Context: an optimization exercise on an open-source flow, tuned for small area and a short achievable clock period. The choices shown serve that exercise and are no tape-out recipe.
Where RTL was checked, it was by simulation tests only, not by an equivalence proof against the original.
Power is estimated from default activity; no workload was simulated.

sierra:
==> flow/design.v (excerpt) <==
module mult_top(
    input clk,
    input  [15:0] x,
    input  [15:0] y,
    output [31:0] p_out
    );
    wire [1:0] gx, gy;
    wire [10:1] wx, wy;
    wire xz, yz;
    reg  [1:0] gx1, gy1;
    reg  [10:1] wx1, wy1;
    reg  sgn1, nz1;
    ALM10_SOA_win ux(.x(x), .g(gx), .w(wx), .xz(xz));
    ALM10_SOA_win uy(.x(y), .g(gy), .w(wy), .xz(yz));
    wire [7:0] h;
    wire [11:0] g;
    wire sn;
    reg  [7:0] h2;
    reg  [11:0] g2;
    reg  sn2;
    ALM10_SOA_mid um(.gx(gx1), .wx(wx1), .gy(gy1), .wy(wy1), .sgn(sgn1), .nz(nz1),
                     .h(h), .g(g), .sn(sn));
    always @(posedge clk) begin
        gx1 <= gx;  wx1 <= wx;  gy1 <= gy;  wy1 <= wy;
        sgn1 <= x[15] ^ y[15];  nz1 <= ~(xz | yz);
        h2 <= h;    g2 <= g;    sn2 <= sn;
    end
    ALM10_SOA_out uo(.h(h2), .g(g2), .sn(sn2), .p(p_out));
endmodule
Size: roughly 47 flip-flops, ~65 I/O pins, about 3500 um2 of cells after synthesis.
==> flow/config.mk <==
export PLATFORM = sky130hd
export DESIGN_NAME = mult_top
export DESIGN_NICKNAME = mult_top
export VERILOG_FILES = /design/flow/design.v
export SDC_FILE = /design/flow/constraint.sdc
export NUM_CORES = 4
export LEC_CHECK = 0
export CAP_MARGIN = 20
export CORE_MARGIN = 2
export CORE_UTILIZATION = 40
export SETUP_SLACK_MARGIN = 4.0
export SLEW_MARGIN = 20
export SYNTH_HIERARCHICAL = 1
==> flow/constraint.sdc <==
create_clock -name core_clock -period 7.0 [get_ports {clk}]
set_input_delay 1.4000 -clock core_clock [delete_from_list [all_inputs] [get_ports {clk}]]
set_output_delay 1.4000 -clock core_clock [all_outputs]
set_load 0.01 [all_outputs]
standard.sh (not shown) runs the stock make flow with config.mk's settings and CLKGATE_MAP_FILE= SYNTH_SCRIPT=/design/flow/synth_recipe.tcl, a recipe that flattens the netlist after the stock synthesis.
==> flow/flow/run.sh <==
#!/bin/bash
# The standard layout, with plain buffers (not delay cells) on the ports.
set -euo pipefail
bash standard.sh BUFFER_PORTS_ARGS="-buffer_cell sky130_fd_sc_hd__buf_2" finish > flow_make.log 2>&1
Every stage of the flow completed for sierra, and the final layout passed the timing, DRC and antenna checks.
### sierra -> willow
Settings: swapping 4.0 for 4.6 in SETUP_SLACK_MARGIN.
==> comparison <==
willow | stages: all done | timing, DRC, antenna: all pass. Endpoint arrival time on the critical path in willow is 0.02 ns below sierra. [compare] base=sierra new=willow: wire length grew by about 33%; synthesis-to-layout area growth went up; cell count went up. From sierra to willow the numbers moved as follows: utilization climbed 20 points; multi-input combinational area share dropped 2.7 points. Against sierra as the reference, willow delivers a higher least setup slack across all paths after layout. Comparing willow against sierra, there is no change at all in summed negative setup slack over all endpoints. [compare] base=sierra new=willow: final hold slack essentially unchanged, overall via count from detail_route increased 441, number of fill cells decreased 234.
For cedar, these inputs were changed with respect to willow:
Settings: SETUP_SLACK_MARGIN changed from 4.6 to 4.3.
Proportion of power drawn by the clock network was lower in willow than in cedar. Re final RePlAce weighted congestion: willow was lower than cedar. Relative to willow, register-to-register slack decreased by 0.03 ns in cedar. cedar does better than willow on static leakage. Comparing detailed-routing iteration count for the pre-antenna-repair pass for willow and cedar, the smaller number came from cedar. cedar against willow; routed length per placed instance is down by a little under 10%. Of willow and cedar, the lower period utilization belongs to cedar. Cmp willow and cedar / via count / lower: cedar. cedar vs. willow: global-route usage went down by 0.22 points. Remaining design rule violation count came out exactly the same in willow and cedar. cedar vs. willow: signed area change from the synthesized netlist to the final layout went down by 25 points.
Input changes introduced in indigo (baseline for comparison: cedar):
Settings: swapping 40 for 60 in CORE_UTILIZATION; swapping 4.3 for 4.0 in SETUP_SLACK_MARGIN.
## What came out
indigo against cedar: post-placement worst setup slack saw a decrease, total routing usage reported by global routing saw an increase, worst path setup slack after routing saw a decrease, relative contribution of combinational cells to total power saw a decrease.
[diff] placed wire-length estimate, indigo relative to cedar: improvement
Higher number of detailed-routing iterations run before antenna repair was reported by indigo, not cedar.
Routed wire in indigo totals less than in cedar.
Delta(combinational power, indigo - cedar) < 0
cedar has higher routability-driven placement congestion ratio than indigo.
--- input diff indigo..onyx ---
Settings: CORE_UTILIZATION now 40, was 60.
==> flow/flow/run.sh <==
#!/bin/bash
# The standard layout, with plain buffers (not delay cells) on the ports.
set -euo pipefail
bash standard.sh BUFFER_PORTS_ARGS="-buffer_cell sky130_fd_sc_hd__buf_1" finish > flow_make.log 2>&1
Notes after the runs:
- Global-route wire length before repair of onyx is on par with indigo.
- Summary: with indigo as the reference, cell area power density in onyx moved down by a few percent.
- Going from indigo to onyx, tightest hold margin grows by 0.012 ns.
- Looking at share of power burned in combinational logic, onyx sits 0.9 points above indigo.
- Met3 routed wirelength, onyx vs indigo: up by more than 10%
- Relative to indigo, total wire length after detailed routing decreased by 42 um in onyx.
- The clock transition at the registers of the reported paths of onyx and that of indigo are within noise of each other.
- Of indigo and onyx, the lower share of the clock period used by the worst path belongs to onyx.
- The run with more setup slack is onyx; indigo has less.

---

## trial 89
mult_top, a different RTL version from the one above (not shown whole).
Size: roughly 390 cells after synthesis, ~47 flip-flops, ~3500 um^2 of cells after synthesis.
==> flow/config.mk <==
export PLATFORM = sky130hd
export DESIGN_NAME = mult_top
export DESIGN_NICKNAME = mult_top
export VERILOG_FILES = /design/flow/design.v
export SDC_FILE = /design/flow/constraint.sdc
export NUM_CORES = 4
export LEC_CHECK = 0
export CAP_MARGIN = 20
export CORE_MARGIN = 2
export CORE_UTILIZATION = 40
export SETUP_SLACK_MARGIN = 3.5
export SLEW_MARGIN = 20
export SYNTH_HIERARCHICAL = 1
==> flow/constraint.sdc <==
create_clock -name core_clock -period 7.0 [get_ports {clk}]
set_input_delay 1.4000 -clock core_clock [delete_from_list [all_inputs] [get_ports {clk}]]
set_output_delay 1.4000 -clock core_clock [all_outputs]
set_load 0.01 [all_outputs]
==> flow/flow/run.sh <==
#!/bin/bash
# The standard layout, with plain buffers (not delay cells) on the ports.
set -euo pipefail
bash standard.sh BUFFER_PORTS_ARGS="-buffer_cell sky130_fd_sc_hd__buf_2" finish > flow_make.log 2>&1
Trial 89: PASS, flow complete, no timing, DRC or antenna violations
Edits applied to the flow inputs when going from trial 89 to build 90:
Settings: SETUP_SLACK_MARGIN now 4.0, was 3.5.
Notes after the runs:
- Build 90 completed every stage of the flow, and the final layout passed the timing, DRC and antenna checks.
- [build 90 vs trial 89] global-route met1 utilization: lower in build 90
- Re count of cells along the worst register-to-register path: no difference whatsoever between build 90 and trial 89.
- The power in combinational cells in trial 89 is 0.888 times that in build 90.
- Looking at launch point of the critical path, the wy1[9] result is from trial 89; the wx1[9] one comes from build 90.
- Build 90 — minimum clock period 0.28 ns lower, trial 89 as reference
- As far as worst-case hold slack is concerned, trial 89 and build 90 perform about the same.
- Looking at peak supply drop across both flows, build 90 is the stronger of the two, with trial 89 trailing.
- Max maximum frequency across trial 89 and build 90: build 90
- Build 90 ended up with a higher routed wire length than trial 89 did.
- In the reports for trial 89 and build 90, the larger number of fillers in the final layout belongs to trial 89.
- Compared with trial 89, build 90 shows signed area change from the synthesized netlist to the final layout higher by 6.3 points.

---

Another version of the RTL of mult_top (not shown whole).
Settings: LEC_CHECK=0, CAP_MARGIN=20, CORE_MARGIN=2, CORE_UTILIZATION=40, SETUP_SLACK_MARGIN=4.0, SLEW_MARGIN=20, SYNTH_HIERARCHICAL=1; clock period 7.0 ns.
==> flow/flow/run.sh <==
#!/bin/bash
# The standard layout, with plain buffers (not delay cells) on the ports.
set -euo pipefail
bash standard.sh BUFFER_PORTS_ARGS="-buffer_cell sky130_fd_sc_hd__buf_1" ABC_LOAD_IN_FF=1 CTS_ARGS="-sink_clustering_enable -repair_clock_nets -dont_use_dummy_load" finish > flow_make.log 2>&1
Next try:
SETUP_SLACK_MARGIN = 4.2   (was 4.0)
TNS_END_PERCENT = 5   (was unset)
Outcome: Total power goes up by about 9%. Count of clock-buffer cells in the layout stays the same. First-iteration DRC count is higher by about 0.6%. Via count rises by about 3.3%. Cell area is higher by about 5%. Die area is unchanged. Wire length rises by about 2.6%. Utilization climbs by 2.4 points.
Next try:
SETUP_SLACK_MARGIN = 4.0   (was 4.2)
Sequential power is higher by about 4%.
Clock-buffer cell count does not change.
Routed wire length decreases by 3.5%.
Final area shrinks by 5.6%.
Final cell count decreases by 3.3%.
Fmax drops by 2.5%.

---

mult_top, a different RTL version from the one above (not shown whole).
Size: roughly 47 flip-flops.
Settings: LEC_CHECK=0, CAP_MARGIN=20, CORE_MARGIN=2, CORE_UTILIZATION=40, SETUP_SLACK_MARGIN=4.0, SLEW_MARGIN=20, SYNTH_HIERARCHICAL=1; clock period 7.0 ns.
==> flow/flow/run.sh <==
#!/bin/bash
# The standard layout, with plain buffers (not delay cells) on the ports.
set -euo pipefail
bash standard.sh BUFFER_PORTS_ARGS="-buffer_cell sky130_fd_sc_hd__buf_1" ABC_LOAD_IN_FF=1 finish > flow_make.log 2>&1
The starting point finished with timing, DRC and antenna clean.
Next try:
Settings changed: SETUP_SLACK_MARGIN 4.0 to 4.2.
Effect: The changed run completed with no timing, DRC or antenna violations; wire length rises by about 10%; via count rises by about 5%; setup slack improves by 15 ps.
Next try:
Settings changed: SETUP_SLACK_MARGIN 4.2 to 3.8.
Effect: Clock power grows by about 30%; setup slack degrades by 260 ps; synthesized cell count does not change; non-clock buffer count shrinks by 26; die area does not change; design area is lower by about 11%; wire length goes down by about 10%; via count shrinks by 4.6%.
Next try:
==> flow/flow/run.sh (replaced) <==
#!/bin/bash
# The standard layout, with plain buffers (not delay cells) on the ports.
set -euo pipefail
bash standard.sh BUFFER_PORTS_ARGS="-buffer_cell sky130_fd_sc_hd__buf_1" CTS_ARGS="-sink_clustering_enable -repair_clock_nets -dont_use_dummy_load" finish > flow_make.log 2>&1
Settings changed: SETUP_SLACK_MARGIN 3.8 to 4.0.
- The new run completed without violations
- routed wire length climbs by 1.4%
- final cell count climbs by 1.5%
- total power climbs by 4.9%
- via count climbs by 0.71%
- register-to-register slack is better by 130 ps
- sequential power climbs by 7.9%
- non-clock buffer count climbs by 8
- cell area climbs by 5.8%
- clock skew climbs by 17 ps
Function was not checked in any run of this note: the RTL went through the layout flow alone.

---

mult_top, a different RTL version from the one above (not shown whole).
Size: roughly 660 cells after synthesis, roughly 33 flip-flops, about 65 I/O pins, roughly 0.0046 mm² of cells after synthesis.
make LEC_CHECK=0 CAP_MARGIN=20 CORE_MARGIN=2 CORE_UTILIZATION=40 SETUP_SLACK_MARGIN=4.0 SLEW_MARGIN=20 finish   # period 7.0 ns
run.sh (not shown) runs the stock make flow with config.mk's settings and CLKGATE_MAP_FILE= SYNTH_SCRIPT=/design/flow/synth_recipe.tcl, a recipe that flattens the netlist after the stock synthesis.
Stock flow here: none of the scripts above is used.
Next try:
- SETUP_SLACK_MARGIN: 4.0 -> unset
Fmax goes down by 28%.
Die area does not change.
Cell count goes down by 12%.
Sequential power goes down by about 3%.
Synthesized area does not change.
Design area goes down by 28%.
Routed wire length goes down by about 23%.
Power goes down by about 35%.
Clock skew stays flat.
Worst setup slack is worse by 1.4 ns.
No run of this note included a check of the RTL's function; only the layout flow was run.

---

Setup of main:
The RTL this note starts from:
==> flow/design.v <==
`timescale 1ns / 1ps
module ALM10_SOA_lod(
    input  [14:0] a,
    output reg [3:0] k,
    output [5:0] f
    );
    integer i;
    always @* begin
        k = 4'd0;
        for (i = 1; i < 15; i = i + 1)
            if (a[i]) k = i;
    end
    wire [20:0] ext = {a, 6'b0};
    wire [20:0] sh  = ext << (4'd14 - k);
    assign f = sh[19:14];
endmodule
module ALM10_SOA_log(
    input  [15:0] x,
    input  [15:0] y,
    output [8:0]  lx,
    output [8:0]  ly,
    output        c,
    output        sgn,
    output        nz
    );
    wire [15:0] xa = x ^ {16{x[15]}};
    wire [15:0] ya = y ^ {16{y[15]}};
    wire [3:0] kx, ky;
    wire [5:0] fx, fy;
    ALM10_SOA_lod lodx(.a(xa[14:0]), .k(kx), .f(fx));
    ALM10_SOA_lod lody(.a(ya[14:0]), .k(ky), .f(fy));
    assign lx  = {kx, fx[5:1]};
    assign ly  = {ky, fy[5:1]};
    assign c   = fx[0] & fy[0];
    assign sgn = x[15] ^ y[15];
    assign nz  = (|x) & (|y);
endmodule
module ALM10_SOA_add(
    input  [8:0] lx,
    input  [8:0] ly,
    input        c,
    output [9:0] s
    );
    assign s = lx + ly + c;
endmodule
module ALM10_SOA_antilog(
    input  [9:0]  s,
    input         sgn,
    input         nz,
    output [31:0] p
    );
    wire [15:0] m = {1'b1, s[4:0], 10'b1111111111};
    wire [46:0] sh = {31'b0, m} << s[9:5];
    wire [31:0] o = sh[46:15];
    assign p = nz ? (o ^ {32{sgn}}) : 32'b0;
endmodule
module ALM10_SOA(
    input [15:0] x,
    input [15:0] y,
    output [31:0] p
    );
    wire [8:0] lx, ly;
    wire [9:0] s;
    wire c, sgn, nz;
    ALM10_SOA_log     lg(.x(x), .y(y), .lx(lx), .ly(ly), .c(c), .sgn(sgn), .nz(nz));
    ALM10_SOA_add     ad(.lx(lx), .ly(ly), .c(c), .s(s));
    ALM10_SOA_antilog al(.s(s), .sgn(sgn), .nz(nz), .p(p));
endmodule
`timescale 1ns / 10ps
module mult_top(
    input clk,
    input  [15:0] x,
    input  [15:0] y,
    output [31:0] p_out
    );
    wire [8:0] lx, ly;
    wire [9:0] s;
    wire c, sgn, nz;
    reg  [8:0] lx1, ly1;
    reg  c1, sgn1, nz1, sgn2, nz2;
    reg  [9:0] s2;
    ALM10_SOA_log lg(.x(x), .y(y), .lx(lx), .ly(ly), .c(c), .sgn(sgn), .nz(nz));
    ALM10_SOA_add ad(.lx(lx1), .ly(ly1), .c(c1), .s(s));
    always @(posedge clk) begin
        lx1 <= lx;  ly1 <= ly;  c1 <= c;  sgn1 <= sgn;  nz1 <= nz;
        s2 <= s;    sgn2 <= sgn1;  nz2 <= nz1;
    end
    ALM10_SOA_antilog al(.s(s2), .sgn(sgn2), .nz(nz2), .p(p_out));
endmodule
export LEC_CHECK = 0
export CAP_MARGIN = 20
export CORE_MARGIN = 2
export CORE_UTILIZATION = 40
export SETUP_SLACK_MARGIN = 3.0
export SLEW_MARGIN = 20
create_clock -name core_clock -period 7.0 [get_ports {clk}]
The following lists how the feature branch was set up differently from main:
# main
export LEC_CHECK = 0
export CAP_MARGIN = 20
export CORE_MARGIN = 2
export CORE_UTILIZATION = 40
export SETUP_SLACK_MARGIN = 3.0
export SLEW_MARGIN = 20
create_clock -name core_clock -period 7.0 [get_ports {clk}]
# the feature branch
export LEC_CHECK = 0
export CAP_MARGIN = 20
export CORE_MARGIN = 2
export CORE_UTILIZATION = 40
export SETUP_SLACK_MARGIN = 3.5
export SLEW_MARGIN = 20
create_clock -name core_clock -period 7.0 [get_ports {clk}]
--- outcome ---
Going from main to the feature branch, largest voltage drop on the vdd net picked up an extra 0.067 mV, total cell area at the placement stage picked up an extra 1.0%, total power draw picked up an extra 22%.
The number of setup buffers added after CTS in the feature branch sits 33 above the value recorded for main.
Per the comparison of the feature branch with main, layout overhead on the synthesized area now larger; detailed-route wire length now larger; share of the clock period used by the worst path now smaller; via count now larger.
Taking main as the reference, in the feature branch net switching power increased by 28% relative to the old numbers; portion of total power attributed to the clock network decreased by 2.4 points relative to the old numbers; cell count increased by 42 relative to the old numbers.
The feature branch vs main, cell at the slowest stage of the critical path: sky130_fd_sc_hd__dfxtp_2 vs sky130_fd_sc_hd__clkdlybuf4s50_1
No run of this note included a check of the RTL's function; only the layout flow was run.

## afterwards: timing with drivers on the ports
Ports are ideal in the flow. The routed layouts listed here were re-timed in OpenROAD. Step 1 sets driving cells, clkbuf_16 on the clock port and buf_2 on the other inputs (assumed; they add their load-dependent delay and slew). Step 2 moves the port delays by t, midway between the first and last clock arrival at a register: inputs arrive t later, outputs are due t later. That takes back most of the time a late clock gives input paths. Slacks: no drivers / after step 1 / after step 2; pairs: no drivers / after step 1.
run	shift t [ns]	slack for setup (ns)	clock arrival spread, ns	worst register clock-pin slew, ns	cell pins on the clock port's net
sierra	0.324	4.077 / 4.046 / 3.799	0.010 / 0.010	0.09 / 0.09	1
willow	0.332	4.102 / 4.071 / 4.174	0.006 / 0.007	0.09 / 0.09	1
cedar	0.322	4.125 / 4.096 / 4.085	0.010 / 0.010	0.09 / 0.09	1
indigo	0.324	4.051 / 4.021 / 3.836	0.007 / 0.007	0.09 / 0.09	1
onyx	0.322	4.100 / 4.066 / 3.865	0.009 / 0.008	0.08 / 0.08	1
trial 89	0.324	3.760 / 3.760 / 3.747	0.004 / 0.004	0.08 / 0.08	1
build 90	0.324	4.036 / 4.036 / 3.910	0.002 / 0.002	0.08 / 0.08	1
the first run of note 3	0.309	4.095 / 4.069 / 3.889	0.017 / 0.017	0.08 / 0.08	1
the second run of note 3	0.310	4.141 / 4.115 / 3.890	0.016 / 0.017	0.08 / 0.08	1
the third run of note 3	0.310	4.069 / 4.043 / 3.810	0.016 / 0.016	0.08 / 0.08	1
the first run of note 4	0.321	4.091 / 4.063 / 3.832	0.004 / 0.004	0.08 / 0.08	1
the second run of note 4	0.319	4.106 / 4.079 / 4.014	0.006 / 0.006	0.08 / 0.08	1
the third run of note 4	0.321	3.848 / 3.819 / 3.622	0.004 / 0.005	0.08 / 0.08	1
the fourth run of note 4	0.302	4.082 / 4.057 / 3.933	0.021 / 0.021	0.08 / 0.08	1
the first run of note 5	0.295	3.286 / 3.257 / 3.071	0.001 / 0.002	0.05 / 0.05	1
the second run of note 5	0.303	1.852 / 1.865 / 1.562	0.004 / 0.004	0.05 / 0.05	1
main	0.303	3.051 / 3.017 / 2.807	0.004 / 0.004	0.05 / 0.05	1
the feature branch	0.303	3.422 / 3.390 / 3.179	0.002 / 0.002	0.05 / 0.05	1
After both steps every run listed still meets setup and hold. The setup slack of the second run of note 5, which loses most, moves by +0.013 ns with the drivers and by -0.290 ns with both steps.
